From an optimization exercise on the open Yosys and OpenROAD flow, aimed at small area, a short achievable clock period and few clock cycles per item; shortcuts taken in it are not production practice. In this exercise RTL edits were held to simulation tests only and were not proved equivalent to the original.

## exponential
module exponential(input clk, rst, start, input [15:0] _x, output done,
                   output [1:0] intpart, output [15:0] fracpart);
For scale: about 1400 cells after synthesis, about 38 I/O pins.
clock: 9.0 ns
lec_check: 0
cap_margin: 20
core_margin: 2
core_utilization: 40
place_density: 0.6
setup_slack_margin: 4
slew_margin: 20
run.sh (not shown) runs the stock make flow with config.mk's settings and CLKGATE_MAP_FILE= SYNTH_SCRIPT=/design/flow/synth_recipe.tcl, a recipe that flattens the netlist after the stock synthesis.
The starting point went through all stages and came out clean.
Testbench counts at the start, summed over its fixed seeds: cycles 12,006, items 1,200.
Edit:
Settings changed: SETUP_SLACK_MARGIN 4 to 3.
Final area came out lower by a few percent.
Non-clock buffer count came out lower by 40.
Routed wire length increases slightly.
Sequential share of layout area rises by 0.68 points.
Clock-buffer cell count grows by 1.
Global-route usage goes down by 0.15 points.
Via count shrinks by a few percent.

---

Another version of the RTL of exponential (not shown whole).
For scale: ~84 flip-flops, roughly 38 I/O pins, about 9700 um^2 of cells after synthesis.
Settings: LEC_CHECK=0, ABC_AREA=1, CAP_MARGIN=20, CORE_MARGIN=2, CORE_UTILIZATION=40, CTS_BUF_LIST=sky130_fd_sc_hd__clkbuf_4 sky130_fd_sc_hd__clkbuf_8, PLACE_DENSITY=0.6, SETUP_SLACK_MARGIN=3.5, SLEW_MARGIN=20, SYNTH_HIERARCHICAL=1, SYNTH_MINIMUM_KEEP_SIZE=0, TNS_END_PERCENT=20; clock period 9.0 ns.
Testbench counts at the start, summed over its fixed seeds: cycles 12,006, items 1,200.
Rerun with:
--- a/flow/config.mk
+++ b/flow/config.mk
@@ -9,10 +9,9 @@
 export CAP_MARGIN = 20
 export CORE_MARGIN = 2
-export CORE_UTILIZATION = 40
+export CORE_UTILIZATION = 50
 export CTS_BUF_LIST = sky130_fd_sc_hd__clkbuf_4 sky130_fd_sc_hd__clkbuf_8
-export PLACE_DENSITY = 0.6
+export PLACE_DENSITY = 0.65
 export SETUP_SLACK_MARGIN = 3.5
 export SLEW_MARGIN = 20
 export SYNTH_HIERARCHICAL = 1
 export SYNTH_MINIMUM_KEEP_SIZE = 0
-export TNS_END_PERCENT = 20
The new run finished clean.
Wire length is lower by 2.1%.
Utilization rose by 11 points.
Fmax rises by 1.4%.
Clock skew barely changes.
Rerun with:
--- a/flow/config.mk
+++ b/flow/config.mk
@@ -9,7 +9,6 @@
 export CAP_MARGIN = 20
 export CORE_MARGIN = 2
-export CORE_UTILIZATION = 50
-export CTS_BUF_LIST = sky130_fd_sc_hd__clkbuf_4 sky130_fd_sc_hd__clkbuf_8
-export PLACE_DENSITY = 0.65
+export CORE_UTILIZATION = 40
+export PLACE_DENSITY = 0.6
 export SETUP_SLACK_MARGIN = 3.5
 export SLEW_MARGIN = 20
Result:
- synthesized area is unchanged
- setup slack is better by 56 ps
- die area went up by 24%
- fmax went up by 1.0%
Rerun with:
--- a/flow/config.mk
+++ b/flow/config.mk
@@ -11,5 +11,5 @@
 export CORE_UTILIZATION = 40
 export PLACE_DENSITY = 0.6
-export SETUP_SLACK_MARGIN = 3.5
+export SETUP_SLACK_MARGIN = 3.75
 export SLEW_MARGIN = 20
 export SYNTH_HIERARCHICAL = 1
Outcome:
- The changed run completed with no timing, DRC or antenna violations
- cell area went up by 5.4%
- first-iteration DRC count grows by 3.7%
- die area stays the same
- cell count grows by 2.0%
- count of clock-buffer cells in the layout does not change
- setup slack loses 7.2 ps
- non-clock buffer count increases by 31
- synthesized area stays the same
- routed wire length went up by 4.3%
Rerun with:
--- a/flow/config.mk
+++ b/flow/config.mk
@@ -10,6 +10,8 @@
 export CORE_MARGIN = 2
 export CORE_UTILIZATION = 40
+export CTS_BUF_LIST = sky130_fd_sc_hd__clkbuf_4 sky130_fd_sc_hd__clkbuf_8
+export GPL_ROUTABILITY_DRIVEN = 0
 export PLACE_DENSITY = 0.6
-export SETUP_SLACK_MARGIN = 3.75
+export SETUP_SLACK_MARGIN = 3.5
 export SLEW_MARGIN = 20
 export SYNTH_HIERARCHICAL = 1
Outcome: Cell area came out lower by about 5.4%; worst setup slack improved by 11 ps; global-route usage came out higher by 0.17 points; first-iteration DRC count came out higher by 22%; synthesized area does not change; routed wire length came out lower by about 2.7%; utilization came out lower by 2.6 points; die area is unchanged; synthesized cell count does not change.
Rerun with:
--- a/flow/config.mk
+++ b/flow/config.mk
@@ -11,5 +11,6 @@
 export CORE_UTILIZATION = 40
 export CTS_BUF_LIST = sky130_fd_sc_hd__clkbuf_4 sky130_fd_sc_hd__clkbuf_8
-export GPL_ROUTABILITY_DRIVEN = 0
+export CTS_CLUSTER_DIAMETER = 120
+export CTS_CLUSTER_SIZE = 40
 export PLACE_DENSITY = 0.6
 export SETUP_SLACK_MARGIN = 3.5
Outcome: Setup slack is worse by 18 ps; non-clock buffer count went up by 2; global-route usage came out lower by 0.37 points; first-iteration DRC count shrinks by about a fifth.

==> what the ideal ports hide <==
In the flow no input, the clock included, has a driving cell. The finished layouts below were timed again as built, in two steps.
Step 1 (the two cells are an assumption about what drives the block):
set clk [get_ports {clk}]
set_driving_cell -lib_cell sky130_fd_sc_hd__clkbuf_16 $clk
set_driving_cell -lib_cell sky130_fd_sc_hd__buf_2 [delete_from_list [all_inputs] $clk]
Step 2 also shifts input and output timing later by t, the mid clock arrival at the registers, as if the neighbouring blocks saw the same clock.
Three values: ideal ports, drivers, drivers and shift; two values: the first two.
run	shift t [ns]	slack for setup (ns)	worst hold slack (ns)	cell pins on the clock port's net
the first run of note 1	0.376	3.231 / 3.212 / 3.231	0.538 / 0.538 / 0.538	1
the second run of note 1	0.385	3.118 / 3.075 / 3.167	0.536 / 0.536 / 0.536	1
the first run of note 2	0.397	3.514 / 3.479 / 3.257	0.484 / 0.484 / 0.484	1
the second run of note 2	0.393	3.587 / 3.552 / 3.378	0.489 / 0.489 / 0.489	1
the third run of note 2	0.378	3.642 / 3.600 / 3.332	0.478 / 0.478 / 0.478	1
the fourth run of note 2	0.373	3.635 / 3.597 / 3.643	0.478 / 0.478 / 0.478	1
the fifth run of note 2	0.399	3.646 / 3.612 / 3.306	0.486 / 0.486 / 0.486	1
the sixth run of note 2	0.398	3.628 / 3.593 / 3.274	0.483 / 0.483 / 0.483	1
After both steps setup and hold are still met in every run listed. For the sixth run of note 2, which loses most, drivers alone change the setup slack by -0.035 ns; drivers and shift together by -0.354 ns.
